Source: an optimization exercise on an open RTL-to-GDS flow (aim: small area). Production flows keep margins and buffers that such runs may drop. In this exercise RTL edits were held to simulation tests only and were not proved equivalent to the original. No activity file was given, so power comes from the tool's default toggle rates.

## nickel
==> flow/design.v (excerpt) <==
module uart_16550 #(
    parameter DL_WIDTH = 16,
    parameter PSD_WIDTH = 4,
    parameter FIFO_DEPTH = 16
)(
    input  logic clk,
    input  logic rst,
    input  logic [31:0] awaddr,
    input  logic        awvalid,
    output logic        awready,
    input  logic [31:0] wdata,
    input  logic [3:0]  wstrb,
    input  logic        wvalid,
    output logic        wready,
    output logic        bvalid,
    output logic [1:0]  bresp,
    input  logic        bready,
    input  logic [31:0] araddr,
    input  logic        arvalid,
    output logic        arready,
    output logic [31:0] rdata,
    output logic        rvalid,
    output logic [1:0]  rresp,
    input  logic        rready,
    output logic irq,
    output logic irq_n,
    input  logic rxd,
    output logic txd
);
For scale: about 1400 cells after synthesis, ~470 flip-flops, roughly 150 I/O pins.
==> flow/config.mk <==
export PLATFORM = sky130hd
export DESIGN_NAME = uart_16550
export DESIGN_NICKNAME = uart_16550
export VERILOG_FILES = /design/flow/design.v
export SDC_FILE = /design/flow/constraint.sdc
export NUM_CORES = 4
export LEC_CHECK = 0
export CAP_MARGIN = 20
export CORE_MARGIN = 2
export CORE_UTILIZATION = 65
export CTS_BUF_LIST = sky130_fd_sc_hd__clkbuf_16
export CTS_CLUSTER_DIAMETER = 80
export CTS_CLUSTER_SIZE = 30
export PLACE_DENSITY = 0.75
export SLEW_MARGIN = 20
==> flow/constraint.sdc <==
create_clock -name core_clock -period 6.0 [get_ports {clk}]
set_input_delay 1.2000 -clock core_clock [delete_from_list [all_inputs] [get_ports {clk}]]
set_output_delay 1.2000 -clock core_clock [all_outputs]
set_load 0.01 [all_outputs]
standard.sh (not shown) runs the stock make flow with config.mk's settings and CLKGATE_MAP_FILE= SYNTH_SCRIPT=/design/flow/synth_recipe.tcl, a recipe that flattens the netlist after the stock synthesis.
==> flow/flow/run.sh <==
#!/bin/bash
# The standard layout (standard.sh), with four changes:
#  - the logic is mapped by an area-oriented ABC script (flow/area.script);
#    synthesis is otherwise the standard flow's own (flow/synth_area.tcl repeats
#    synth_recipe.tcl and only swaps the ABC script),
#  - ports are buffered with the smallest buffer,
#  - clock tree synthesis inserts no dummy loads,
#  - the constant outputs share one tie cell.
# Each tool's output goes to its ORFS log under orfs/logs; make's output
# goes to standard.log here.
set -euo pipefail
here=$(pwd)
diff <(tail -n +2 synth_recipe.tcl) <(grep -v '^ *#' flow/synth_area.tcl | sed -n '/^source/,$p') > synth_diff.log || true
bash standard.sh \
  SYNTH_SCRIPT=$here/flow/synth_area.tcl \
  "BUFFER_PORTS_ARGS=-buffer_cell sky130_fd_sc_hd__buf_1" \
  "CTS_ARGS=-sink_clustering_enable -repair_clock_nets -sink_clustering_size 30 -sink_clustering_max_diameter 80 -buf_list sky130_fd_sc_hd__clkbuf_16 -dont_use_dummy_load" \
  SKIP_REPAIR_TIE_FANOUT=1 \
  finish > standard.log 2>&1
==> flow/flow/area.script <==
strash
&get -n
&fraig -x
&put
scorr
dc2
dretime
strash
&get -n
&syn2
&dch -f
&nf -a -R 1000
&put
&get -n
&dch -f
&nf -a -R 1000
&put
==> flow/flow/synth_area.tcl <==
proc synth {args} { yosys synth -nofsm -noshare {*}$args }
# Map the logic with an area-oriented ABC script (the flip-flops are mapped
# before this step and are left as the standard synthesis makes them)
set ::area_abc_script [file join [file dirname [file normalize [info script]]] area.script]
proc abc {args} {
  set i [lsearch -exact $args -script]
  if { $i >= 0 } { lset args [expr { $i + 1 }] $::area_abc_script }
  yosys abc {*}$args
}
source $::env(SCRIPTS_DIR)/synth.tcl
# left out here: clear keep_hierarchy, flatten, clean up, hide names made inside functions, write 1_2_yosys.v
Modified inputs, ember compared to nickel
diff --git a/flow/flow/run.sh b/flow/flow/run.sh
--- a/flow/flow/run.sh
+++ b/flow/flow/run.sh
@@ -2 +2 @@
-# The standard layout (standard.sh), with four changes:
+# The standard layout (standard.sh), with three changes:
@@ -7,2 +7 @@
-#  - clock tree synthesis inserts no dummy loads,
-#  - the constant outputs share one tie cell.
+#  - clock tree synthesis inserts no dummy loads.
@@ -18 +17 @@
-  SKIP_REPAIR_TIE_FANOUT=1 \
+  RECOVER_POWER=100 SKIP_REPAIR_TIE_FANOUT=1 \
==> flow/flow/area.script <==
strash
&get -n
&fraig -x
&put
scorr
dc2
dretime
strash
&get -n
&syn2
&dch -f
&nf -a -R 1000
&put
### Flow results
ember and nickel: one clean run, nickel; the rest did not finish clean. Reported sequential group power (ember vs. nickel) decreases by a few percent. Of ember and nickel, the higher die area belongs to ember. On met3 usage, the lower figure sits with nickel, not ember. Diff nickel -> ember: post-synth net total went up about 2.6%, setup slack of the critical path after layout went down 1.13 ns, stage delay of the slowest cell on the critical path went up 0.30 ns, synthesized cell count went up 2.8%. Diff nickel -> ember: portion of the clock cycle consumed by the worst path in the final layout higher, internal power consumption lower.
diff inputs: ember => amber
diff --git a/flow/flow/run.sh b/flow/flow/run.sh
--- a/flow/flow/run.sh
+++ b/flow/flow/run.sh
@@ -2 +2 @@
-# The standard layout (standard.sh), with three changes:
+# The standard layout (standard.sh), with these changes:
@@ -5,0 +6 @@
+#  - adders are left to ABC (no full/half adder extraction),
@@ -7 +8,2 @@
-#  - clock tree synthesis inserts no dummy loads.
+#  - clock tree synthesis inserts no dummy loads,
+#  - the constant outputs share one tie cell.
@@ -17 +19 @@
-  RECOVER_POWER=100 SKIP_REPAIR_TIE_FANOUT=1 \
+  SKIP_REPAIR_TIE_FANOUT=1 ADDER_MAP_FILE= \
==> flow/flow/area.script <==
strash
&get -n
&fraig -x
&put
scorr
dc2
dretime
strash
&get -n
&syn4
&dch -f
&nf -a -R 1000
&put
&get -n
&dch -f
&nf -a -R 1000
&put
diff --git a/flow/config.mk b/flow/config.mk
--- a/flow/config.mk
+++ b/flow/config.mk
@@ -10 +10 @@
-export CORE_UTILIZATION = 65
+export CORE_UTILIZATION = 72
@@ -14 +14 @@
-export PLACE_DENSITY = 0.75
+export PLACE_DENSITY = 0.82
The total power of amber falls short of that of ember by 12%. amber ended with every stage complete and zero timing, DRC or antenna violations. Share of layout cells above drive strength 1 in amber vs ember: up 1.4 points. Synthesized area shrinks by a few percent when moving from ember to amber. The non-clock buffer count number comes out higher for amber vs ember. Wire: amber routes less than ember. amber has total die area below what ember had. From amber to ember, register area did not move at all.
Modified inputs, zinc compared to amber
diff --git a/flow/flow/run.sh b/flow/flow/run.sh
--- a/flow/flow/run.sh
+++ b/flow/flow/run.sh
@@ -2 +2 @@
-# The standard layout (standard.sh), with these changes:
+# The standard layout (standard.sh), with four changes:
@@ -6 +5,0 @@
-#  - adders are left to ABC (no full/half adder extraction),
@@ -18,2 +17,2 @@
-  "CTS_ARGS=-sink_clustering_enable -repair_clock_nets -sink_clustering_size 30 -sink_clustering_max_diameter 80 -buf_list sky130_fd_sc_hd__clkbuf_16 -dont_use_dummy_load" \
-  SKIP_REPAIR_TIE_FANOUT=1 ADDER_MAP_FILE= \
+  "CTS_ARGS=-sink_clustering_enable -repair_clock_nets -sink_clustering_size 34 -sink_clustering_max_diameter 60 -buf_list sky130_fd_sc_hd__clkbuf_16 -dont_use_dummy_load" \
+  SKIP_REPAIR_TIE_FANOUT=1 \
diff --git a/flow/flow/area.script b/flow/flow/area.script
--- a/flow/flow/area.script
+++ b/flow/flow/area.script
@@ -10 +10 @@
-&syn4
+&syn2
diff --git a/flow/config.mk b/flow/config.mk
--- a/flow/config.mk
+++ b/flow/config.mk
@@ -10 +10 @@
-export CORE_UTILIZATION = 72
+export CORE_UTILIZATION = 65
@@ -14 +14 @@
-export PLACE_DENSITY = 0.82
+export PLACE_DENSITY = 0.75
Findings:
Setup slack at placement in zinc is 0.13 ns above amber.
Compared with amber, in zinc routed length on met3 dropped 13%; count of fill cells added during filler insertion climbed 29%; worst hold slack after final layout dropped 0.0044 ns; critical path depth climbed 3; proportion of power drawn by flip-flops and latches dropped 8.5 points.

[afterwards: timing with drivers on the ports]
Ports are ideal in the flow. The routed layouts listed here were re-timed in OpenROAD.
Step 1 assumes that a clkbuf_16 drives the clock port and a buf_2 every other input.
Step 2 times the ports against the registers' clock, not the clock port: input delays grow and output delays shrink by t, the midpoint of the rising clock arrivals with the driver on.
Three values: ideal ports, drivers, drivers and shift; two values: the first two.
run	t (ns)	slack for setup (ns)	hold slack, ns	worst data-port slew with drivers (ns)
nickel	0.591	2.155 / 2.155 / 2.155	0.371 / 0.371 / 0.371	0.04
ember	0.580	1.026 / 1.026 / 1.026	0.364 / 0.364 / 0.364	0.04
amber	0.573	2.497 / 2.497 / 2.497	0.374 / 0.374 / 0.374	0.04
zinc	0.564	2.168 / 2.168 / 2.168	0.369 / 0.369 / 0.369	0.04
